What follows belongs to an exercise in optimizing a design on an open flow for a short achievable clock period and few clock cycles; a production flow would make more cautious choices. Only simulation tests tie the RTL to the original design; equivalence was not proved. Power and IR drop assume default switching activity.

**flow/config.mk**
```make
export PLATFORM = sky130hd
export DESIGN_NAME = mips_soc
export DESIGN_NICKNAME = mips_soc
export VERILOG_FILES = /design/flow/design.v
export SDC_FILE = /design/flow/constraint.sdc
export NUM_CORES = 4
export LEC_CHECK = 0
export ABC_CLOCK_PERIOD_IN_PS = 7000
export CAP_MARGIN = 20
export CORE_MARGIN = 2
export CORE_UTILIZATION = 40
export SETUP_SLACK_MARGIN = 5
export SLEW_MARGIN = 20
```
**flow/constraint.sdc**
```tcl
create_clock -name core_clock -period 14.0 [get_ports {clk}]
set_input_delay 2.8000 -clock core_clock [delete_from_list [all_inputs] [get_ports {clk}]]
set_output_delay 2.8000 -clock core_clock [all_outputs]
set_load 0.01 [all_outputs]
```
**flow/design.v**
```verilog
module mips_soc (
    input wire        clk,
    input wire        rst,
    input wire [ 4:0] ra3,
    input wire [31:0] gpi1,
    input wire [31:0] gpi2,
    input wire [31:0] instr,
    output wire [31:0] rd3,
    output wire [31:0] pc_current,
    output wire        we_dm,
    output wire [31:0] wd_dm,
    output wire [31:0] alu_out,
    output wire [31:0] gpo1,
    output wire [31:0] gpo2
);
  integer i;
  reg  [31:0] pc_q;
  reg  [31:0] rf       [32];
  reg  [31:0] ram      [64];
  reg  [31:0] hi_q, lo_q;
  reg  [31:0] gpo1_q, gpo2_q;
  reg  [ 3:0] n_q;
  reg         go_q;
  reg         err_q;
  reg  [31:0] fres_q;
  reg         e_we;   
  reg  [ 4:0] e_rd;
  reg         e_st, e_ld, e_mul, e_br;
  reg         e_fa, e_fb;   
  reg  [31:0] e_a, e_b, e_imm, e_pc4, e_bta;
  reg  [ 4:0] e_sh;
  reg e_s_add, e_s_sub, e_s_and, e_s_or, e_s_slt, e_s_sll, e_s_srl;
  reg e_s_asum, e_s_ld, e_s_hi, e_s_lo, e_s_pc4;
  reg  [31:0] res_q;   
  reg         m1v, m2v;
  reg  [31:0] ma, mb;
  reg  [47:0] pp0, pp1;
  wire [ 5:0] op = instr[31:26];
  wire [ 4:0] rs = instr[25:21];
  wire [ 4:0] rt = instr[20:16];
  wire [ 4:0] rdf = instr[15:11];
  wire [ 5:0] fn = instr[5:0];
  wire        rtype = (op == 6'h00);
  wire        f_add = rtype && (fn == 6'h20);
  wire        f_sub = rtype && (fn == 6'h22);
  wire        f_and = rtype && (fn == 6'h24);
  wire        f_or = rtype && (fn == 6'h25);
  wire        f_slt = rtype && (fn == 6'h2a);
  wire        f_sll = rtype && (fn == 6'h00);
  wire        f_srl = rtype && (fn == 6'h02);
  wire        f_multu = rtype && (fn == 6'h19);
  wire        f_mfhi = rtype && (fn == 6'h10);
  wire        f_mflo = rtype && (fn == 6'h12);
  wire        f_jr = rtype && (fn == 6'h08);
  wire        f_lw = (op == 6'h23);
  wire        f_sw = (op == 6'h2b);
  wire        f_beq = (op == 6'h04);
  wire        f_addi = (op == 6'h08);
  wire        f_j = (op == 6'h02);
  wire        f_jal = (op == 6'h03);
  wire [31:0] rs_val = (rs == 5'd0) ? 32'd0 : rf[rs];
  wire [31:0] rt_val = (rt == 5'd0) ? 32'd0 : rf[rt];
  wire        dep_rs = e_we && (e_rd == rs);
  wire        dep_rt = e_we && (e_rd == rt);
  wire        f_stall = (f_jr && dep_rs) || ((f_mfhi || f_mflo) && (e_mul || m1v));
  wire        beq_same = (rs == rt);
  wire        beq_dep = !beq_same && (dep_rs || dep_rt);
  wire        f_taken = f_beq && (beq_same || (!beq_dep && (rs_val == rt_val)));
  wire        f_ebr = f_beq && beq_dep;
  wire [31:0] pc4 = pc_q + 32'd4;
  wire [31:0] sext = {{16{instr[15]}}, instr[15:0]};
  wire [31:0] bta = pc4 + {sext[29:0], 2'b00};
  wire [31:0] jta = {pc4[31:28], instr[25:0], 2'b00};
  wire        f_rwr = f_add | f_sub | f_and | f_or | f_slt | f_sll | f_srl | f_mfhi | f_mflo;
  wire [ 4:0] f_wa = f_jal ? 5'd31 : f_rwr ? rdf : rt;
  wire        f_we = (f_rwr | f_addi | f_lw | f_jal) && (f_wa != 5'd0);
  wire [31:0] a = e_fa ? res_q : e_a;
  wire [31:0] b = e_fb ? res_q : e_b;
  wire [31:0] asum = a + e_imm;
  wire [31:0] add = a + b;
  wire [31:0] sub = a - b;
  wire        slt = (a[31] ^ b[31]) ? a[31] : sub[31];
  wire [31:0] sll = b << e_sh;
  wire [31:0] srl = b >> e_sh;
  wire        a_ram = (asum[31:8] == 24'h0);
  wire        a_fact = (asum[31:8] == 24'h8);
  wire        a_gpio = (asum[31:8] == 24'h9);
  reg  [31:0] fact_rd, gpio_rd;
  always_comb begin
    case (asum[3:2])
      2'd0: fact_rd = {28'd0, n_q};
      2'd1: fact_rd = {31'd0, go_q};
      2'd2: fact_rd = {30'd0, err_q, 1'b1};
      default: fact_rd = fres_q;
    endcase
    case (asum[3:2])
      2'd0: gpio_rd = gpi1;
      2'd1: gpio_rd = gpi2;
      2'd2: gpio_rd = gpo1_q;
      default: gpio_rd = gpo2_q;
    endcase
  end
  wire [31:0] ram_q = ram[asum[7:2]];
  wire [31:0] ld = a_fact ? fact_rd : a_gpio ? gpio_rd : ram_q;
  wire [31:0] result =
      ({32{e_s_add}} & add) | ({32{e_s_sub}} & sub) | ({32{e_s_and}} & (a & b)) |
      ({32{e_s_or}} & (a | b)) | {31'd0, e_s_slt & slt} | ({32{e_s_sll}} & sll) |
      ({32{e_s_srl}} & srl) | ({32{e_s_asum}} & asum) | ({32{e_s_ld}} & ld) |
      ({32{e_s_hi}} & hi_q) | ({32{e_s_lo}} & lo_q) | ({32{e_s_pc4}} & e_pc4);
  wire        e_redirect = e_br && (a == b);
  reg  [31:0] fact_tab;
  always_comb begin
    case (n_q)
      4'd0: fact_tab = 32'd0;
      4'd1: fact_tab = 32'd1;
      4'd2: fact_tab = 32'd2;
      4'd3: fact_tab = 32'd6;
      4'd4: fact_tab = 32'd24;
      4'd5: fact_tab = 32'd120;
      4'd6: fact_tab = 32'd720;
      4'd7: fact_tab = 32'd5040;
      4'd8: fact_tab = 32'd40320;
      4'd9: fact_tab = 32'd362880;
      4'd10: fact_tab = 32'd3628800;
      4'd11: fact_tab = 32'd39916800;
      4'd12: fact_tab = 32'd479001600;
      default: fact_tab = 32'd0;
    endcase
  end
  assign pc_current = pc_q;
  assign we_dm = e_st;
  assign alu_out = asum;
  assign wd_dm = b;
  assign gpo1 = gpo1_q;
  assign gpo2 = gpo2_q;
  assign rd3 = (ra3 == 5'd0) ? 32'd0 : rf[ra3];
  wire kill = rst || e_redirect || f_stall;   
  always @(posedge clk) begin
    if (rst) pc_q <= 32'd0;
    else if (e_redirect) pc_q <= e_bta;
    else if (!f_stall) begin
      if (f_taken) pc_q <= bta;
      else if (f_j || f_jal) pc_q <= jta;
      else if (f_jr) pc_q <= rs_val;
      else pc_q <= pc4;
    end
  end
  always @(posedge clk) begin
    e_we     <= !kill && f_we;
    e_st     <= !kill && f_sw;
    e_ld     <= !kill && f_lw;
    e_mul    <= !kill && f_multu;
    e_br     <= !kill && f_ebr;
    e_fa     <= dep_rs;
    e_fb     <= dep_rt;
    e_rd     <= f_wa;
    e_a      <= rs_val;
    e_b      <= rt_val;
    e_imm    <= sext;
    e_sh     <= instr[10:6];
    e_pc4    <= pc4;
    e_bta    <= bta;
    e_s_add  <= f_add;
    e_s_sub  <= f_sub;
    e_s_and  <= f_and;
    e_s_or   <= f_or;
    e_s_slt  <= f_slt;
    e_s_sll  <= f_sll;
    e_s_srl  <= f_srl;
    e_s_asum <= f_addi;
    e_s_ld   <= f_lw;
    e_s_hi   <= f_mfhi;
    e_s_lo   <= f_mflo;
    e_s_pc4  <= f_jal;
    res_q    <= result;
  end
  always @(posedge clk) begin
    if (rst) begin
      for (i = 0; i < 32; i = i + 1) rf[i] <= 32'd0;
      rf[29] <= 32'h100;
    end else if (e_we) rf[e_rd] <= result;
  end
  always @(posedge clk) begin
    if (rst) begin
      for (i = 0; i < 32; i = i + 1) ram[i] <= 32'hFFFFFFFF;
    end else if (e_st && a_ram) ram[asum[7:2]] <= b;
  end
  always @(posedge clk) begin
    if (rst) begin
      gpo1_q <= 32'd0;
      gpo2_q <= 32'd0;
      n_q    <= 4'd0;
      go_q   <= 1'b0;
      err_q  <= 1'b0;
      fres_q <= 32'd0;
    end else if (e_st) begin
      if (a_gpio && asum[3:2] == 2'd2) gpo1_q <= b;
      if (a_gpio && asum[3:2] == 2'd3) gpo2_q <= b;
      if (a_fact && asum[3:2] == 2'd0) n_q <= b[3:0];
      if (a_fact && asum[3:2] == 2'd1) begin
        go_q <= b[0];
        if (b[0]) begin
          if (n_q > 4'd12) err_q <= 1'b1;
          else begin
            err_q  <= 1'b0;
            fres_q <= fact_tab;
          end
        end
      end
    end
  end
  always @(posedge clk) begin
    ma  <= a;
    mb  <= b;
    pp0 <= ma * mb[15:0];
    pp1 <= ma * mb[31:16];
    if (rst) begin
      m1v  <= 1'b0;
      m2v  <= 1'b0;
      hi_q <= 32'd0;
      lo_q <= 32'd0;
    end else begin
      m1v <= e_mul;
      m2v <= m1v;
      if (m2v) {hi_q, lo_q} <= {16'd0, pp0} + {pp1, 16'd0};
    end
  end
endmodule
```
**flow/run.sh**
```bash
#!/bin/bash
# synth_recipe.tcl (not shown) runs the flow's synth.tcl, then flattens the netlist and writes it again
# the make line also repeats each setting of config.mk as NAME=value (left out here)
make -C /OpenROAD-flow-scripts/flow DESIGN_CONFIG=/design/flow/config.mk WORK_HOME=/design/flow/orfs CLKGATE_MAP_FILE= SYNTH_SCRIPT=/design/flow/synth_recipe.tcl finish
```
==> reports/summary.md, run 1 <==
* 27.1 mW — Internal Power
* 391 — Num CTS Buffers
* 43.6% — switching part of the total
* 103,000 um2 — area of all sequential standard cells
* yes — RSZ-0062 raised after global routing
* 529,000 um2 — Total Die Area
* 48.1 mW — sum of internal, switching and leakage power
* 17,671 — gate count of the mapped netlist
* 521,000 um2 — Placeable Area
* 0.144 ns — final worst clock skew
* met2 — busiest layer in global routing
* 4.92 ns — worst setup slack after layout
* 21.7% — clock network fraction of total power
* sky130_fd_sc_hd__edfxtp_1 — post-synth top area cell
* 7.71% — met3 Usage GRT
* 1.34 ns — pin slew with the least headroom to its limit
* 33.4 um — Wirelength per Cell
* 524 mm — half-perimeter wire length of the detailed placement result
* 26.2% — portion of total power attributed to sequential cells
* flip-flop — kind of end point of the critical path
* 23,757 — number of DRC markers in iteration 0
* 0 — number of nets with antenna violations after routing
* 0.96 ns — slowest cell delay on critical path
* 40.2% — effective utilization at floorplan
* 19,050 — Post-Syn Nets
* reg -> reg — type of the setup path with the least slack
* 827 mm — final wirelength
* sky130_fd_sc_hd__a21oi_4 — cell with the largest stage delay on the worst path
* 0 — final hold viol count
* 7 — first-pass iteration count of the detailed router
* 45.0% — post-layout util
* sky130_fd_sc_hd__o211ai_1 — cell type with the highest occurrence count on the critical path
* 15.0% — fraction of final layout cells with drive strength greater than 1
* sky130_fd_sc_hd__edfxtp_1 — flip-flop cell with the highest count after synthesis
* 14.67 ns — worst endpoint required time
* 1 — count of synthesis-stage warnings from yosys
* 205 nW/um2 — Pwr Density
* 36 — worst-path fanout max
* 0.462 ns — Worst Hold Slack
* 10.5% — worst max-slew margin expressed relative to the limit
* 11.9% — Area growth syn-to-layout
* 265 — number of placement rows
* no timing/DRC/antenna violations — run status
* 5 — number of levels the H-tree was split into
* sky130_fd_sc_hd__clkbuf_16 — clock tree root buffer cell
* 3,618 — register bit total from synthesis
* 9.08 ns — shortest period the worst path allows
* 81.1 nW — leakage power total
* 295 — port bufs
* 47,503 — Filler Cell Count
* 0 — sum of overflow across all layers after global routing
* 209,000 um2 — synthesized cell area
* 296 — IO Pins
* sky130_fd_sc_hd__edfxtp_1, sky130_fd_sc_hd__nand2_1, sky130_fd_sc_hd__nor2_1 — commonest non-fill, non-tap cells in the layout
* buf_4, mux2i_4, buf_4, inv_2, ha_1, o21bai_1, a221oi_1, a2bb2oi_1, o211ai_1, a21oi_1, o2111a_1, or3_1, o211ai_1, o21ba_2, o21bai_1, fa_1, a22oi_1, o211ai_1, a221o_1, a31oi_1, o21ai_0, a21oi_4, a21oi_1 — cell-by-cell trace of the critical path
* 21.0 mW — Net Sw Power
* sky130_fd_sc_hd__edfxtp_1, sky130_fd_sc_hd__mux4_2, sky130_fd_sc_hd__fa_1 — largest cells by area after synthesis
* 728 um — die extent in y
* 728 um — width of the die
* 18,797 — post-layout net count
* built — CTS tree
* 1160 mm — first-pass GRT wire length
* 11.9 um2 — average footprint of a synthesized cell
* 52.1% — logic gate share of total power
* flip-flop — critical path startpoint category
* 151,426 — vias in the first global route
* 30.5% — aggregate global-route resource usage
* 0% — proportion of register bits with asynchronous set or reset after synthesis
* 112 — maximum number of pins on one net before global-route repair
* reg -> reg — worst hold-check path type
* sky130_fd_sc_hd__edfxtp_1 — commonest non-fill, non-tap cell in the layout
* 110 MHz — Fmax achieved
* 4 — buffer levels on the longest clock path
* 0.06 ns — clock slew at the register clock pins of the worst setup and hold paths
* 0 ns — Setup TNS Final
* 0 — MaxCap Viol Count
* 64.9% — share of the clock period used by the worst path
* 46.1% — GRT met2 Usage
* 156,014 — Vias
* 44.0% — area fraction of the dominant cell type after synthesis
* 49.3% — share of synthesized area occupied by flip-flops and latches
* 3,618 — clock sink total
* 495 uV — VDD IR-drop max
* 9.75 ns — critical path arrival
* 98,000 um2 — area occupied by multi-input gates
* 0 — DRC
* 0 — Pins Over Slew Limit
* 93 — count of distinct cell types in the synthesized netlist
* 3,072 — number of enable flip-flop cells after synthesis
* 4.11 ns — setup slack after placement
* 40.5% — global routing met1 resource utilization
* 6.31 — Via-to-Cell Ratio
* 1.09 ns — clock latency of the later-clocked register in the worst-skew pair
* 50 — number of antenna violations at the first check in global routing
* 0.994 — final RePlAce weighted congestion
* 0 — # setup viols final
[Yosys cell counts, types with 47 or more instances]
| cell | instances |
|---|---|
| sky130_fd_sc_hd__edfxtp_1 | 3072 |
| sky130_fd_sc_hd__nand2_1 | 2711 |
| sky130_fd_sc_hd__nor2_1 | 1482 |
| sky130_fd_sc_hd__inv_1 | 1094 |
| sky130_fd_sc_hd__mux4_2 | 1030 |
| sky130_fd_sc_hd__clkbuf_1 | 981 |
| sky130_fd_sc_hd__fa_1 | 842 |
| sky130_fd_sc_hd__a21oi_1 | 645 |
| sky130_fd_sc_hd__dfxtp_1 | 546 |
| sky130_fd_sc_hd__o21ai_0 | 496 |
| sky130_fd_sc_hd__and2_1 | 454 |
| sky130_fd_sc_hd__mux2i_1 | 450 |
| sky130_fd_sc_hd__ha_1 | 434 |
| sky130_fd_sc_hd__buf_2 | 300 |
| sky130_fd_sc_hd__nand3_1 | 223 |
| sky130_fd_sc_hd__a31oi_1 | 190 |
| sky130_fd_sc_hd__buf_1 | 168 |
| sky130_fd_sc_hd__nor3_1 | 158 |
| sky130_fd_sc_hd__a211oi_1 | 149 |
| sky130_fd_sc_hd__xnor2_1 | 148 |
| sky130_fd_sc_hd__and3_1 | 136 |
| sky130_fd_sc_hd__a22oi_1 | 132 |
| sky130_fd_sc_hd__o221ai_1 | 126 |
| sky130_fd_sc_hd__mux2_2 | 112 |
| sky130_fd_sc_hd__a21o_1 | 95 |
| sky130_fd_sc_hd__a221oi_1 | 95 |
| sky130_fd_sc_hd__o211ai_1 | 93 |
| sky130_fd_sc_hd__nor2b_1 | 92 |
| sky130_fd_sc_hd__xor2_1 | 87 |
| sky130_fd_sc_hd__or3_1 | 66 |
| sky130_fd_sc_hd__nand4_1 | 65 |
| sky130_fd_sc_hd__o21a_1 | 63 |
| sky130_fd_sc_hd__or4_1 | 59 |
| sky130_fd_sc_hd__o22ai_1 | 56 |
| sky130_fd_sc_hd__a311oi_1 | 53 |
| sky130_fd_sc_hd__o31ai_1 | 49 |
| sky130_fd_sc_hd__nand2b_1 | 47 |
[worst max-delay path: cells and delay by family, from the launching register on]
family | cells | cell delay, ns
AO/OA/AOI/OAI | 16 | 4.90
adder cells (fa/ha/maj) | 2 | 0.83
buffers and inverters | 3 | 1.67
flip-flops | 1 | 0.71
multiplexers | 1 | 0.33
AND/OR/NAND/NOR | 1 | 0.13
[power groups by stage]
| stage | Clock [mW] | Combinational (mW) | Sequential (mW) |
|---|---|---|---|
| 2_1_floorplan | 0 | 16.5 | 12.7 |
| 3_3_place_gp | 0 | 24.7 | 12.8 |
| 3_5_place_dp | 0 | 24.8 | 12.8 |
| 4_1_cts | 10.5 | 25.0 | 12.6 |
| 5_1_grt | 10.9 | 27.6 | 12.6 |
| 6_report | 10.4 | 25.1 | 12.6 |
[final timing paths]
check | from | endpoint | slack (ns) | cells after the start
hold / removal | fres_q[10]$_SDFFE_PP0P_ | fres_q[10]$_SDFFE_PP0P_ | 0.46 | 2
setup / recovery | e_fb$_DFF_P_ | rf[5][31]$_SDFFCE_PN0P_ | 4.92 | 23
hold reg to reg | fres_q[10]$_SDFFE_PP0P_ | fres_q[10]$_SDFFE_PP0P_ | 0.46 | 2
setup reg to reg | e_fb$_DFF_P_ | rf[5][31]$_SDFFCE_PN0P_ | 4.92 | 23
[layer usage]
| metal | vias up | routed length, um | part of all wire [%] |
|---|---|---|---|
| met5 | - | 126 | 0.015 |
| met4 | 20 | 53300 | 6.4 |
| met3 | 2078 | 102000 | 12 |
| met2 | 10770 | 364000 | 44 |
| met1 | 79736 | 309000 | 37 |
| li1 | 63410 | - | - |
[flip-flops by register name, summed over array words and instances, names as in the netlist, 5 cells and up]
name	cells
pc_q	32
pp0	48
e_bta	32
hi_q	32
e_imm	12
ma	32
pp1	48
res_q	32
gpo2_q	32
rf	1024
gpo1_q	32
fres_q	21
e_b	32
lo_q	32
e_pc4	30
ram	2048
e_a	32
e_rd	5
mb	32
[through the flow]
step / area [um2] / std cells
floorplan: 209000 / 17671
global placement: 221000 / 23957
detailed placement: 221000 / 23961
CTS: 234000 / 24695
global route: 234000 / 24716
finish: 234000 / 24741
[layout make-up]
type / count / area share [%]
Tap cell: 6942 / 3.71
Clock buffer: 518 / 4.53
Sequential cell: 3618 / 44.0
Multi-Input combinational cell: 11471 / 41.8
Antenna cell: 42 / 0.0448
Inverter: 1115 / 1.80
Clock inverter: 214 / 0.903
Timing Repair Buffer: 821 / 3.18
[timing repair]
action / in CTS / in global routing
pin swaps: 1 / 0
hold buffers: 0 / 0
gates resized for setup: 17 / 6
buffers inserted: 1 / 0
gates cloned: 1 / 2
setup endpoints to repair: 36 / 18
[kinds of logic after synthesis]
| kind of cell | count (synthesis) | synth area share, % |
|---|---|---|
| multiplexers | 1592 | 13.8 |
| flip-flops | 3618 | 49.3 |
| XOR/XNOR | 235 | 0.983 |
| AO/OA/AOI/OAI | 2683 | 8.55 |
| buffers and inverters | 2582 | 4.84 |
| adder cells (fa/ha/maj) | 1276 | 10.6 |
| AND/OR/NAND/NOR | 5685 | 11.9 |
Testbench counts, summed over its fixed seeds: cycles 28,092.
==> run 2, diff against run 1 <==
--- a/flow/design.v
+++ b/flow/design.v
@@ -27,14 +27,14 @@
   reg  [ 4:0] e_rd;
   reg         e_st, e_ld, e_mul, e_br;
   reg         e_fa, e_fb;   
-  reg  [31:0] e_a, e_b, e_imm, e_pc4, e_bta;
+  reg  [31:0] e_a, e_b, e_imm, e_pc4, e_bta, e_addr;
   reg  [ 4:0] e_sh;
   reg e_s_add, e_s_sub, e_s_and, e_s_or, e_s_slt, e_s_sll, e_s_srl;
   reg e_s_asum, e_s_ld, e_s_hi, e_s_lo, e_s_pc4;
   reg  [31:0] res_q;   
   reg         m1v, m2v;
   reg  [31:0] ma, mb;
-  reg  [47:0] pp0, pp1;
+  reg  [31:0] p00, p01, p10, p11;
   wire [ 5:0] op = instr[31:26];
   wire [ 4:0] rs = instr[25:21];
   wire [ 4:0] rt = instr[20:16];
@@ -62,7 +62,8 @@
   wire [31:0] rt_val = (rt == 5'd0) ? 32'd0 : rf[rt];
   wire        dep_rs = e_we && (e_rd == rs);
   wire        dep_rt = e_we && (e_rd == rt);
-  wire        f_stall = (f_jr && dep_rs) || ((f_mfhi || f_mflo) && (e_mul || m1v));
+  wire        f_stall = ((f_jr || f_lw || f_sw) && dep_rs) ||
+                        ((f_mfhi || f_mflo) && (e_mul || m1v));
   wire        beq_same = (rs == rt);
   wire        beq_dep = !beq_same && (dep_rs || dep_rt);
   wire        f_taken = f_beq && (beq_same || (!beq_dep && (rs_val == rt_val)));
@@ -71,6 +72,28 @@
   wire [31:0] sext = {{16{instr[15]}}, instr[15:0]};
   wire [31:0] bta = pc4 + {sext[29:0], 2'b00};
   wire [31:0] jta = {pc4[31:28], instr[25:0], 2'b00};
+  wire [31:0] f_addr = rs_val + sext;
+  localparam int NB = 4;
+  reg         bt_v  [NB];
+  reg  [29:0] bt_tag[NB];
+  reg  [29:0] bt_tgt[NB];
+  reg  [ 1:0] bt_ptr;
+  reg  [29:0] last_pc;   
+  reg         last_ok;   
+  reg         bt_hit;
+  reg  [29:0] bt_dst;
+  always_comb begin
+    bt_hit = 1'b0;
+    bt_dst = 30'd0;
+    for (int k = 0; k < NB; k++)
+      if (bt_v[k] && bt_tag[k] == pc_q[31:2]) begin
+        bt_hit = 1'b1;
+        bt_dst = bt_tgt[k];
+      end
+  end
+  wire        f_uncond = f_j || (f_beq && beq_same);
+  wire [31:0] f_utgt = f_j ? jta : bta;
+  wire        bt_fill = f_uncond && last_ok;
   wire        f_rwr = f_add | f_sub | f_and | f_or | f_slt | f_sll | f_srl | f_mfhi | f_mflo;
   wire [ 4:0] f_wa = f_jal ? 5'd31 : f_rwr ? rdf : rt;
   wire        f_we = (f_rwr | f_addi | f_lw | f_jal) && (f_wa != 5'd0);
@@ -82,25 +105,25 @@
   wire        slt = (a[31] ^ b[31]) ? a[31] : sub[31];
   wire [31:0] sll = b << e_sh;
   wire [31:0] srl = b >> e_sh;
-  wire        a_ram = (asum[31:8] == 24'h0);
-  wire        a_fact = (asum[31:8] == 24'h8);
-  wire        a_gpio = (asum[31:8] == 24'h9);
+  wire        a_ram = (e_addr[31:8] == 24'h0);
+  wire        a_fact = (e_addr[31:8] == 24'h8);
+  wire        a_gpio = (e_addr[31:8] == 24'h9);
   reg  [31:0] fact_rd, gpio_rd;
   always_comb begin
-    case (asum[3:2])
+    case (e_addr[3:2])
       2'd0: fact_rd = {28'd0, n_q};
       2'd1: fact_rd = {31'd0, go_q};
       2'd2: fact_rd = {30'd0, err_q, 1'b1};
       default: fact_rd = fres_q;
     endcase
-    case (asum[3:2])
+    case (e_addr[3:2])
       2'd0: gpio_rd = gpi1;
       2'd1: gpio_rd = gpi2;
       2'd2: gpio_rd = gpo1_q;
       default: gpio_rd = gpo2_q;
     endcase
   end
-  wire [31:0] ram_q = ram[asum[7:2]];
+  wire [31:0] ram_q = ram[e_addr[7:2]];
   wire [31:0] ld = a_fact ? fact_rd : a_gpio ? gpio_rd : ram_q;
   wire [31:0] result =
       ({32{e_s_add}} & add) | ({32{e_s_sub}} & sub) | ({32{e_s_and}} & (a & b)) |
@@ -129,7 +152,7 @@
   end
   assign pc_current = pc_q;
   assign we_dm = e_st;
-  assign alu_out = asum;
+  assign alu_out = e_addr;
   assign wd_dm = b;
   assign gpo1 = gpo1_q;
   assign gpo2 = gpo2_q;
@@ -142,6 +165,7 @@
       if (f_taken) pc_q <= bta;
       else if (f_j || f_jal) pc_q <= jta;
       else if (f_jr) pc_q <= rs_val;
+      else if (bt_hit) pc_q <= {bt_dst, 2'b00};
       else pc_q <= pc4;
     end
   end
@@ -160,6 +184,7 @@
     e_sh     <= instr[10:6];
     e_pc4    <= pc4;
     e_bta    <= bta;
+    e_addr   <= f_addr;
     e_s_add  <= f_add;
     e_s_sub  <= f_sub;
     e_s_and  <= f_and;
@@ -176,6 +201,26 @@
   end
   always @(posedge clk) begin
     if (rst) begin
+      for (int k = 0; k < NB; k++) bt_v[k] <= 1'b0;
+      bt_ptr  <= 2'd0;
+      last_ok <= 1'b0;
+    end else begin
+      if (!e_redirect && !f_stall) begin
+        last_pc <= pc_q[31:2];
+        last_ok <= !(f_taken || f_j || f_jal || f_jr || bt_hit);
+        if (bt_fill) begin
+          bt_v[bt_ptr]   <= 1'b1;
+          bt_tag[bt_ptr] <= last_pc;
+          bt_tgt[bt_ptr] <= f_utgt[31:2];
+          bt_ptr <= bt_ptr + 2'd1;
+        end
+      end else if (e_redirect) begin
+        last_ok <= 1'b0;
+      end
+    end
+  end
+  always @(posedge clk) begin
+    if (rst) begin
       for (i = 0; i < 32; i = i + 1) rf[i] <= 32'd0;
       rf[29] <= 32'h100;
     end else if (e_we) rf[e_rd] <= result;
@@ -183,7 +228,7 @@
   always @(posedge clk) begin
     if (rst) begin
       for (i = 0; i < 32; i = i + 1) ram[i] <= 32'hFFFFFFFF;
-    end else if (e_st && a_ram) ram[asum[7:2]] <= b;
+    end else if (e_st && a_ram) ram[e_addr[7:2]] <= b;
   end
   always @(posedge clk) begin
     if (rst) begin
@@ -194,10 +239,10 @@
       err_q  <= 1'b0;
       fres_q <= 32'd0;
     end else if (e_st) begin
-      if (a_gpio && asum[3:2] == 2'd2) gpo1_q <= b;
-      if (a_gpio && asum[3:2] == 2'd3) gpo2_q <= b;
-      if (a_fact && asum[3:2] == 2'd0) n_q <= b[3:0];
-      if (a_fact && asum[3:2] == 2'd1) begin
+      if (a_gpio && e_addr[3:2] == 2'd2) gpo1_q <= b;
+      if (a_gpio && e_addr[3:2] == 2'd3) gpo2_q <= b;
+      if (a_fact && e_addr[3:2] == 2'd0) n_q <= b[3:0];
+      if (a_fact && e_addr[3:2] == 2'd1) begin
         go_q <= b[0];
         if (b[0]) begin
           if (n_q > 4'd12) err_q <= 1'b1;
@@ -212,8 +257,10 @@
   always @(posedge clk) begin
     ma  <= a;
     mb  <= b;
-    pp0 <= ma * mb[15:0];
-    pp1 <= ma * mb[31:16];
+    p00 <= ma[15:0] * mb[15:0];
+    p01 <= ma[15:0] * mb[31:16];
+    p10 <= ma[31:16] * mb[15:0];
+    p11 <= ma[31:16] * mb[31:16];
     if (rst) begin
       m1v  <= 1'b0;
       m2v  <= 1'b0;
@@ -222,7 +269,7 @@
     end else begin
       m1v <= e_mul;
       m2v <= m1v;
-      if (m2v) {hi_q, lo_q} <= {16'd0, pp0} + {pp1, 16'd0};
+      if (m2v) {hi_q, lo_q} <= {p11, p00} + {16'd0, p01, 16'd0} + {16'd0, p10, 16'd0};
     end
   end
 endmodule
==> flow/flow/run.sh (new file) <==
#!/bin/bash
set -euo pipefail
export SETUP_SLACK_MARGIN=7
bash standard.sh finish > standard_flow.log 2>&1
==> flow/standard.sh (new file) <==
#!/bin/bash
# synth_recipe.tcl (not shown) runs the flow's synth.tcl, then flattens the netlist and writes it again
# the make line also repeats each setting of config.mk as NAME=value (left out here)
make -C /OpenROAD-flow-scripts/flow DESIGN_CONFIG=/design/flow/config.mk WORK_HOME=/design/flow/orfs CLKGATE_MAP_FILE= SYNTH_SCRIPT=/design/flow/synth_recipe.tcl "${@:-finish}"
--- a/flow/config.mk
+++ b/flow/config.mk
@@ -8,6 +8,6 @@
 export ABC_CLOCK_PERIOD_IN_PS = 7000
 export CAP_MARGIN = 20
 export CORE_MARGIN = 2
-export CORE_UTILIZATION = 40
-export SETUP_SLACK_MARGIN = 5
+export CORE_UTILIZATION = 55
+export PLACE_DENSITY = 0.65
 export SLEW_MARGIN = 20
removed: flow/run.sh
==> run 2 against run 1 <==
Sequential power increased by 11%. Core utilization increased by 17 points. Fmax increased by 14%. Highest routed layer unchanged. Wire length increased by 1.9%. Synthesized cell count decreased by 4.0%. Worst hold slack got worse by 0.089 ns. Still clean. Critical endpoint is now rd3[15]. Register-to-register slack improved by 1.9 ns. Power decreased by 6.9%. Critical path depth decreased by 12. Design area increased by 6.9%. Global-route usage increased by 10 points. Via count increased by 0.76%.
==> reports/summary.md, run 2 <==
* 233 — number of placement rows
* 11.20 ns — worst endpoint required time
* sky130_fd_sc_hd__edfxtp_1, sky130_fd_sc_hd__mux4_2, sky130_fd_sc_hd__fa_1 — largest cells by area after synthesis
* 19.1% — fraction of final layout cells with drive strength greater than 1
* 55.2% — effective utilization at floorplan
* sky130_fd_sc_hd__edfxtp_1 — cell with the most instances after synthesis
* 0 — cts-stage hold buffer count
* 7.93 ns — shortest period the worst path allows
* 1.07 ns — clock latency of the later-clocked register in the worst-skew pair
* 18,630 — post-layout net count
* 286 uV — VDD IR-drop max
* 6.91 — Via-to-Cell Ratio
* 402,000 um2 — Placeable Area
* yes — RSZ-0062 raised after global routing
* no timing/DRC/antenna violations — run status
* 5.13 ns — critical path arrival
* 113,000 um2 — area of all sequential standard cells
* 295 — port bufs
* e_bta[1]$_DFF_P_ — Endpoint, Worst Hold
* 0 — worst hold path stage count
* sky130_fd_sc_hd__clkbuf_16 — clock tree root buffer cell
* 415 — Num CTS Buffers
* pc_q[1]$_SDFFE_PP0P_ — startpoint of the tightest hold check path
* 409,000 um2 — Total Die Area
* sky130_fd_sc_hd__edfxtp_1 — flip-flop cell with the highest count after synthesis
* 3,346 — number of enable flip-flop cells after synthesis
* reg -> reg — worst hold-check path type
* 150,569 — vias in the first global route
* 0 — Pins Over Slew Limit
* in -> out — type of the setup path with the least slack
* 157,205 — Vias
* 0 — # setup viols final
* sky130_fd_sc_hd__edfxtp_1 — commonest non-fill, non-tap cell in the layout
* 0 — DRC
* 21,741 — placed cell count
* e_fa$_DFF_P_ — r2r startpoint
* 30,496 — Filler Cell Count
* 53.7% — global routing met1 resource utilization
* 40.8% — aggregate global-route resource usage
* 13.1 um2 — average footprint of a synthesized cell
* 8 — first-pass iteration count of the detailed router
* 12.9% — Area growth syn-to-layout
* sky130_fd_sc_hd__edfxtp_1, sky130_fd_sc_hd__nand2_1, sky130_fd_sc_hd__nor2_1, sky130_fd_sc_hd__mux4_2, sky130_fd_sc_hd__inv_1 — leading post-synthesis cells by instance count
* sky130_fd_sc_hd__edfxtp_1 — post-synth top area cell
* 50.8% — share of synthesized area occupied by flip-flops and latches
* 639 um — die extent in y
* 45.3% — area fraction of the dominant cell type after synthesis
* 62.3% — post-layout util
* 18,532 — Post-Syn Nets
* 2,048 — flip-flop count of the largest register, all copies and words added
* 3,959 — clock sink total
* 639 um — width of the die
* 88.5 nW — leakage power total
* 56.7% — share of the clock period used by the worst path
* 44.8 mW — sum of internal, switching and leakage power
* 6 — worst-path fanout max
* 0% — proportion of register bits with asynchronous set or reset after synthesis
* 222,000 um2 — synthesized cell area
* 63 — number of antenna violations at the first check in global routing
* 1 — count of synthesis-stage warnings from yosys
* 102,000 um2 — area occupied by multi-input gates
* 22,761 — non-filler cells, final
* 843 mm — final wirelength
* 4 — buffer levels on the longest clock path
* 99 — maximum number of pins on one net before global-route repair
* ram: 2048 flops, rf: 1024 flops — Regs by FF count
* 37.0 um — Wirelength per Cell
* 57.5% — GRT met2 Usage
* met2 — busiest layer in global routing
* 296 — IO Pins
* output port — kind of end point of the critical path
* 126 MHz — Fmax achieved
* sky130_fd_sc_hd__edfxtp_1, sky130_fd_sc_hd__nand2_1, sky130_fd_sc_hd__nor2_1 — commonest non-fill, non-tap cells in the layout
* built — CTS tree
* 15.3% — met3 Usage GRT
* 0 — sum of overflow across all layers after global routing
* ram — Biggest register
* 3,959 — register bit total from synthesis
* 6.86 ns — setup slack, reg-to-reg
* 1.06 — final RePlAce weighted congestion
* rf[11][31]$_SDFFCE_PN0P_ — endpoint of the worst register-to-register path
* 16,969 — gate count of the mapped netlist
* 0.101 ns — final worst clock skew
* 524 mm — half-perimeter wire length of the detailed placement result
* 27 — worst reg-to-reg path cell count
* 1.21 ns — pin slew with the least headroom to its limit
* 1160 mm — first-pass GRT wire length
* 0 — final hold viol count
* 0 — MaxCap Viol Count
* 0.06 ns — clock slew at the register clock pins of the worst setup and hold paths
* 25,855 — number of DRC markers in iteration 0
* 0 ns — Setup TNS Final
* 179 nW/um2 — Pwr Density
* 96 — count of distinct cell types in the synthesized netlist
* primary input — critical path startpoint category
* 19.4% — worst max-slew margin expressed relative to the limit
* 5 — number of levels the H-tree was split into
* 0 — number of nets with antenna violations after routing
## run 2: per-layer routing
metal | part of all wire (%) | vias to the layer above
met5 | 0.030 | -
met4 | 7.7 | 24
met3 | 16 | 2869
met2 | 42 | 13048
met1 | 35 | 79347
li1 | - | 61917
## run 2: cells by family after synthesis
family	synth area share, %
multiplexers	16.9
AND/OR/NAND/NOR	9.65
AO/OA/AOI/OAI	5.59
XOR/XNOR	1.69
buffers and inverters	4.38
flip-flops	50.8
adder cells (fa/ha/maj)	11.0
## run 2: how the worst max path moves through the flow
stage / start / end / slack [ns]
CTS: ra3[0] / rd3[18] / 6.17
global route: ra3[0] / rd3[3] / 6.06
floorplan: ra3[0] / rd3[11] / 6.78
detailed placement: ra3[0] / rd3[3] / 4.17
finish: ra3[0] / rd3[15] / 6.07
global placement: ra3[0] / rd3[3] / 4.22
## run 2: what timing repair did
| item | in CTS | in global routing |
|---|---|---|
| endpoints found under the hold margin | 0 | 0 |
| pin swaps | 14 | 33 |
| resized for setup | 417 | 200 |
| setup buffers | 77 | 61 |
| gates cloned | 47 | 10 |
| setup endpoints to repair | 594 | 495 |
## run 2: critical path, stage by stage
cell	delay, ns
sky130_fd_sc_hd__buf_16	0.14
sky130_fd_sc_hd__buf_12	0.14
sky130_fd_sc_hd__buf_12	0.12
sky130_fd_sc_hd__buf_16	0.15
sky130_fd_sc_hd__buf_16	0.15
sky130_fd_sc_hd__buf_12	0.11
sky130_fd_sc_hd__mux4_2	0.48
sky130_fd_sc_hd__mux4_2	0.57
sky130_fd_sc_hd__mux2i_4	0.24
sky130_fd_sc_hd__nor2_1	0.06
sky130_fd_sc_hd__buf_2	0.14
## run 2: power breakdown
group / total (mW) / internal (mW) / switching, mW
sequential: 14.0 / 13.4 / 0.586
combinational: 19.6 / 7.79 / 11.8
clock: 11.2 / 6.28 / 4.87
## run 2: area by class of cell
| cell class | instances | area share (%) |
|---|---|---|
| antenna | 48 | 0.0479 |
| clock buffer | 517 | 4.42 |
| clock inverter | 259 | 0.977 |
| inverter | 1129 | 1.70 |
| multi-input combinational | 10574 | 40.8 |
| sequential | 3959 | 45.0 |
| tap | 5287 | 2.64 |
| timing repair buffer | 988 | 4.39 |
## run 2: metrics by stage
step                instance area, um2  hold WS, ns  worst slack, ns
floorplan                       223000        0.351             6.78
global placement                232000        0.362             4.22
detailed placement              232000        0.365             4.17
CTS                             249000        0.373             6.17
global route                    250000        0.389             6.06
finish                          251000        0.373             6.07
Testbench counts of run 2, summed over its fixed seeds: cycles 27,536.
==> run 3, diff against run 2 <==
--- a/flow/design.v
+++ b/flow/design.v
@@ -16,6 +16,10 @@
   integer i;
   reg  [31:0] pc_q;
   reg  [31:0] rf       [32];
+  reg  [31:0] rfd      [32];
+  reg         d_we;
+  reg  [ 4:0] d_rd;
+  reg  [31:0] d_res;
   reg  [31:0] ram      [64];
   reg  [31:0] hi_q, lo_q;
   reg  [31:0] gpo1_q, gpo2_q;
@@ -25,13 +29,11 @@
   reg  [31:0] fres_q;
   reg         e_we;   
   reg  [ 4:0] e_rd;
-  reg         e_st, e_ld, e_mul, e_br;
-  reg         e_fa, e_fb;   
-  reg  [31:0] e_a, e_b, e_imm, e_pc4, e_bta, e_addr;
+  reg         e_st, e_ld, e_mul;
+  reg  [31:0] e_a, e_b, e_imm, e_pc4, e_addr;
   reg  [ 4:0] e_sh;
   reg e_s_add, e_s_sub, e_s_and, e_s_or, e_s_slt, e_s_sll, e_s_srl;
   reg e_s_asum, e_s_ld, e_s_hi, e_s_lo, e_s_pc4;
-  reg  [31:0] res_q;   
   reg         m1v, m2v;
   reg  [31:0] ma, mb;
   reg  [31:0] p00, p01, p10, p11;
@@ -58,21 +60,20 @@
   wire        f_addi = (op == 6'h08);
   wire        f_j = (op == 6'h02);
   wire        f_jal = (op == 6'h03);
-  wire [31:0] rs_val = (rs == 5'd0) ? 32'd0 : rf[rs];
-  wire [31:0] rt_val = (rt == 5'd0) ? 32'd0 : rf[rt];
+  wire [31:0] result;   
   wire        dep_rs = e_we && (e_rd == rs);
   wire        dep_rt = e_we && (e_rd == rt);
-  wire        f_stall = ((f_jr || f_lw || f_sw) && dep_rs) ||
-                        ((f_mfhi || f_mflo) && (e_mul || m1v));
+  wire [31:0] rs_rf = (rs == 5'd0) ? 32'd0 : rf[rs];
+  wire [31:0] rs_val = dep_rs ? result : rs_rf;
+  wire [31:0] rt_val = dep_rt ? result : (rt == 5'd0) ? 32'd0 : rf[rt];
+  wire        f_stall = ((f_lw || f_sw) && dep_rs) || ((f_mfhi || f_mflo) && (e_mul || m1v));
   wire        beq_same = (rs == rt);
-  wire        beq_dep = !beq_same && (dep_rs || dep_rt);
-  wire        f_taken = f_beq && (beq_same || (!beq_dep && (rs_val == rt_val)));
-  wire        f_ebr = f_beq && beq_dep;
+  wire        f_taken = f_beq && (beq_same || (rs_val == rt_val));
   wire [31:0] pc4 = pc_q + 32'd4;
   wire [31:0] sext = {{16{instr[15]}}, instr[15:0]};
   wire [31:0] bta = pc4 + {sext[29:0], 2'b00};
   wire [31:0] jta = {pc4[31:28], instr[25:0], 2'b00};
-  wire [31:0] f_addr = rs_val + sext;
+  wire [31:0] f_addr = rs_rf + sext;
   localparam int NB = 4;
   reg         bt_v  [NB];
   reg  [29:0] bt_tag[NB];
@@ -97,8 +98,8 @@
   wire        f_rwr = f_add | f_sub | f_and | f_or | f_slt | f_sll | f_srl | f_mfhi | f_mflo;
   wire [ 4:0] f_wa = f_jal ? 5'd31 : f_rwr ? rdf : rt;
   wire        f_we = (f_rwr | f_addi | f_lw | f_jal) && (f_wa != 5'd0);
-  wire [31:0] a = e_fa ? res_q : e_a;
-  wire [31:0] b = e_fb ? res_q : e_b;
+  wire [31:0] a = e_a;
+  wire [31:0] b = e_b;
   wire [31:0] asum = a + e_imm;
   wire [31:0] add = a + b;
   wire [31:0] sub = a - b;
@@ -125,12 +126,11 @@
   end
   wire [31:0] ram_q = ram[e_addr[7:2]];
   wire [31:0] ld = a_fact ? fact_rd : a_gpio ? gpio_rd : ram_q;
-  wire [31:0] result =
+  assign result =
       ({32{e_s_add}} & add) | ({32{e_s_sub}} & sub) | ({32{e_s_and}} & (a & b)) |
       ({32{e_s_or}} & (a | b)) | {31'd0, e_s_slt & slt} | ({32{e_s_sll}} & sll) |
       ({32{e_s_srl}} & srl) | ({32{e_s_asum}} & asum) | ({32{e_s_ld}} & ld) |
       ({32{e_s_hi}} & hi_q) | ({32{e_s_lo}} & lo_q) | ({32{e_s_pc4}} & e_pc4);
-  wire        e_redirect = e_br && (a == b);
   reg  [31:0] fact_tab;
   always_comb begin
     case (n_q)
@@ -156,11 +156,10 @@
   assign wd_dm = b;
   assign gpo1 = gpo1_q;
   assign gpo2 = gpo2_q;
-  assign rd3 = (ra3 == 5'd0) ? 32'd0 : rf[ra3];
-  wire kill = rst || e_redirect || f_stall;   
+  assign rd3 = (ra3 == 5'd0) ? 32'd0 : rfd[ra3];
+  wire kill = rst || f_stall;   
   always @(posedge clk) begin
     if (rst) pc_q <= 32'd0;
-    else if (e_redirect) pc_q <= e_bta;
     else if (!f_stall) begin
       if (f_taken) pc_q <= bta;
       else if (f_j || f_jal) pc_q <= jta;
@@ -174,16 +173,12 @@
     e_st     <= !kill && f_sw;
     e_ld     <= !kill && f_lw;
     e_mul    <= !kill && f_multu;
-    e_br     <= !kill && f_ebr;
-    e_fa     <= dep_rs;
-    e_fb     <= dep_rt;
     e_rd     <= f_wa;
     e_a      <= rs_val;
     e_b      <= rt_val;
     e_imm    <= sext;
     e_sh     <= instr[10:6];
     e_pc4    <= pc4;
-    e_bta    <= bta;
     e_addr   <= f_addr;
     e_s_add  <= f_add;
     e_s_sub  <= f_sub;
@@ -197,7 +192,6 @@
     e_s_hi   <= f_mfhi;
     e_s_lo   <= f_mflo;
     e_s_pc4  <= f_jal;
-    res_q    <= result;
   end
   always @(posedge clk) begin
     if (rst) begin
@@ -205,7 +199,7 @@
       bt_ptr  <= 2'd0;
       last_ok <= 1'b0;
     end else begin
-      if (!e_redirect && !f_stall) begin
+      if (!f_stall) begin
         last_pc <= pc_q[31:2];
         last_ok <= !(f_taken || f_j || f_jal || f_jr || bt_hit);
         if (bt_fill) begin
@@ -214,10 +208,20 @@
           bt_tgt[bt_ptr] <= f_utgt[31:2];
           bt_ptr <= bt_ptr + 2'd1;
         end
-      end else if (e_redirect) begin
-        last_ok <= 1'b0;
       end
     end
+  end
+  always @(posedge clk) begin
+    if (rst) begin
+      d_we <= 1'b0;
+      for (i = 0; i < 32; i = i + 1) rfd[i] <= 32'd0;
+      rfd[29] <= 32'h100;
+    end else begin
+      d_we <= e_we;
+      if (d_we) rfd[d_rd] <= d_res;
+    end
+    d_rd  <= e_rd;
+    d_res <= result;
   end
   always @(posedge clk) begin
     if (rst) begin
--- a/flow/config.mk
+++ b/flow/config.mk
@@ -6,8 +6,7 @@
 export NUM_CORES = 4
 export LEC_CHECK = 0
 export ABC_CLOCK_PERIOD_IN_PS = 7000
-export CAP_MARGIN = 20
+export CAP_MARGIN = 35
 export CORE_MARGIN = 2
-export CORE_UTILIZATION = 55
-export PLACE_DENSITY = 0.65
+export CORE_UTILIZATION = 40
 export SLEW_MARGIN = 20
==> run 3 against run 2 <==
Final cell count rose by 29%. Clock power rose by 29%. Combinational power down 9%. First-iteration DRC count increased by 14%. Worst setup slack better by 0.11 ns. Fmax up 1.3%. Global-route usage decreased by 11 points.
==> reports/summary.md, run 3 <==
* no timing/DRC/antenna violations — run status
* 110 — count of distinct cell types in the synthesized netlist
* 6.28 — Via-to-Cell Ratio
* 163 nW/um2 — Pwr Density
* sky130_fd_sc_hd__edfxtp_1 — cell with the most instances after synthesis
* 6 — worst path buffer plus inverter count
* 185,156 — Vias
* 55.9% — share of the clock period used by the worst path
* 1 — count of synthesis-stage warnings from yosys
* sky130_fd_sc_hd__edfxtp_1, sky130_fd_sc_hd__nor2_1, sky130_fd_sc_hd__and2_1 — commonest non-fill, non-tap cells in the layout
* sky130_fd_sc_hd__edfxtp_1 — commonest non-fill, non-tap cell in the layout
* 6.17 ns — worst setup slack after layout
* 0.60 ns — slowest cell delay on critical path
* buf_16, buf_16, buf_6, buf_12, buf_16, mux4_2, mux4_2, mux2i_4, nor2_1, buf_2 — cell-by-cell trace of the critical path
* sky130_fd_sc_hd__edfxtp_1, sky130_fd_sc_hd__mux4_2, sky130_fd_sc_hd__fa_1 — largest cells by area after synthesis
* 36.1% — logic gate share of total power
* multiplexers — CP delay by family, top
* 103 — number of antenna violations at the first check in global routing
* 57,787 — Filler Cell Count
* output port — kind of end point of the critical path
* 817 um — width of the die
* 0 ns — Setup TNS Final
* sky130_fd_sc_hd__mux4_2 — cell with the largest stage delay on the worst path
* 2,048 — flip-flop count of the largest register, all copies and words added
* 31.4 mW — Internal Power
* 1430 mm — first-pass GRT wire length
* primary input — critical path startpoint category
* 545 — Num CTS Buffers
* 29,472 — number of DRC markers in iteration 0
* 106 nW — leakage power total
* 143,000 um2 — area of all sequential standard cells
* 21,687 — Post-Syn Nets
* 29.0% — clock network fraction of total power
* sky130_fd_sc_hd__clkbuf_16 — clock tree root buffer cell
* 264,000 um2 — synthesized cell area
* 0.06 ns — clock slew at the register clock pins of the worst setup and hold paths
* 0 — number of nets with antenna violations after routing
* 35.4 um — Wirelength per Cell
* 0 — sum of overflow across all layers after global routing
* 0 — MaxCap Viol Count
* sky130_fd_sc_hd__buf_16 — cell type with the highest occurrence count on the critical path
* ram: 2048 flops, rf: 1024 flops, rfd: 1024 flops — Regs by FF count
* 20,124 — gate count of the mapped netlist
* 54.1% — share of synthesized area occupied by flip-flops and latches
* sky130_fd_sc_hd__edfxtp_1 — flip-flop cell with the highest count after synthesis
* 1.00 — final RePlAce weighted congestion
* 30.2% — aggregate global-route resource usage
* 295 — port bufs
* 0% — proportion of register bits with asynchronous set or reset after synthesis
* in -> out — type of the setup path with the least slack
* 817 um — die extent in y
* 0 — DRC
* 113,000 um2 — area occupied by multi-input gates
* 0 — Pins Over Slew Limit
* 4,956 — register bit total from synthesis
* 296 — IO Pins
* ram — Biggest register
* 1.15 ns — clock latency of the later-clocked register in the worst-skew pair
* 4,370 — number of enable flip-flop cells after synthesis
* 6.37 ns — setup slack, reg-to-reg
* 128 MHz — Fmax achieved
* 191 — maximum number of pins on one net before global-route repair
* 0.375 ns — Worst Hold Slack
* built — CTS tree
* 21,819 — post-layout net count
* sky130_fd_sc_hd__edfxtp_1, sky130_fd_sc_hd__nor2_1, sky130_fd_sc_hd__and2_1, sky130_fd_sc_hd__nand2_1, sky130_fd_sc_hd__mux4_2 — leading post-synthesis cells by instance count
* sky130_fd_sc_hd__edfxtp_1 — post-synth top area cell
* 36.7% — switching part of the total
* 298 — number of placement rows
* 49.6% — area fraction of the dominant cell type after synthesis
* 1.32 ns — pin slew with the least headroom to its limit
* 11.8% — worst max-slew margin expressed relative to the limit
* 7.83 ns — shortest period the worst path allows
* 49.6 mW — sum of internal, switching and leakage power
* 643 mm — half-perimeter wire length of the detailed placement result
* 11.20 ns — worst endpoint required time
* 0 — # setup viols final
* 667,000 um2 — Total Die Area
* 4,956 — clock sink total
* 179,529 — vias in the first global route
* 1040 mm — final wirelength
* 19.1% — fraction of final layout cells with drive strength greater than 1
* 15.2% — Area growth syn-to-layout
* 7 — first-pass iteration count of the detailed router
* 4 — buffer levels on the longest clock path
* 6 — number of levels the H-tree was split into
* 187 uV — VDD IR-drop max
* 13.1 um2 — average footprint of a synthesized cell
* 6 — worst-path fanout max
* 658,000 um2 — Placeable Area
* reg -> reg — worst hold-check path type
* 18.2 mW — Net Sw Power
* 0.115 ns — final worst clock skew
* 34.9% — portion of total power attributed to sequential cells
* 0 — final hold viol count
* 4.23 ns — setup slack after placement
* 5.03 ns — critical path arrival
* 40.1% — effective utilization at floorplan
* yes — RSZ-0062 raised after global routing
[run 3: cell count changes after synthesis, sizes merged, moves of 93 or more]
cell / before / now
a22oi: 126 / 258
and2: 504 / 1443
buf: 320 / 413
clkbuf: 989 / 1309
edfxtp: 3346 / 4370
nand2: 2134 / 1409
nand3: 100 / 1228
o21ai: 316 / 414
[run 3: worst paths after layout]
path,end,start,cells after the start
setup / recovery,rd3[20],ra3[0],10
hold / removal,e_pc4[1]$_DFF_P_,pc_q[1]$_SDFFE_PP0P_,0
setup reg to reg,pc_q[2]$_SDFFE_PP0N_,e_addr[5]$_DFF_P_,19
hold reg to reg,e_pc4[1]$_DFF_P_,pc_q[1]$_SDFFE_PP0P_,0
[run 3: per-layer routing]
layer,track usage (%),wire length (um)
met5,0.385,699
met4,16.1,66100
met3,9.23,136000
met2,45.3,459000
met1,39.5,383000
[run 3: power by group through the flow]
stage               combinational [mW]  clock [mW]  sequential [mW]
finish                            17.9        14.4             17.3
detailed placement                16.6           0             17.6
global route                      19.2        15.0             17.3
CTS                               17.2        14.4             17.3
floorplan                         10.7           0             17.3
global placement                  16.4           0             17.7
[run 3: metrics by stage]
step	std cells	cell area [um2]	util, %
3_5_place_dp	28111	280000	42.5
6_report	29463	305000	46.3
4_1_cts	29255	301000	45.8
3_3_place_gp	28012	278000	42.2
5_1_grt	29402	305000	46.2
2_1_floorplan	20124	265000	-
[run 3: timing repair]
item                                    in CTS  in global routing
hold endpoints to repair                     0                  0
buffers inserted                           108                 80
endpoints found under the setup margin     152                103
hold buffers                                 0                  0
gates resized for setup                    570                300
gates cloned                                53                 26
pin swaps                                   44                 49
[run 3: cells by family after synthesis]
family | Yosys count | share of synthesized area [%]
buffers and inverters | 2864 | 4.35
flip-flops | 4956 | 54.1
XOR/XNOR | 408 | 1.35
AO/OA/AOI/OAI | 2006 | 5.14
multiplexers | 1957 | 14.0
adder cells (fa/ha/maj) | 1460 | 9.22
AND/OR/NAND/NOR | 6473 | 11.9
[run 3: cell type report]
type / instances / area share [%]
clock inverters: 291 / 0.911
clock buffers: 692 / 4.81
repair buffers: 1303 / 5.02
multi-input cells: 12308 / 37.2
flip-flops and latches: 4956 / 47.0
diodes: 71 / 0.0583
well taps: 8700 / 3.57
inverters: 1142 / 1.43
Testbench counts of run 3, summed over its fixed seeds: cycles 27,224.

[what the ideal ports hide]
The flow's constraints put no driver on any port. The routed layouts listed below were extracted and timed again, unchanged, in two steps.
Step 1 sets driving cells, clkbuf_16 on the clock port and buf_2 on the other inputs (assumed; they add their load-dependent delay and slew).
Step 2 times the ports against the registers' clock, not the clock port: input delays grow and output delays shrink by t, the midpoint of the rising clock arrivals with the driver on.
Slacks: ideal / step 1 / step 2; pairs: ideal / step 1.
run | t (ns) | setup WS [ns] | worst hold slack (ns)
run 1 | 1.143 | 4.916 / 4.844 / 4.693 | 0.462 / 0.462 / 0.462
run 2 | 1.127 | 6.065 / 5.656 / 5.656 | 0.373 / 0.373 / 0.373
run 3 | 1.222 | 6.171 / 5.866 / 5.218 | 0.375 / 0.375 / 0.375
After both steps setup and hold are still met in every run listed. For run 3, which loses most, drivers alone change the setup slack by -0.305 ns; drivers and shift together by -0.953 ns.
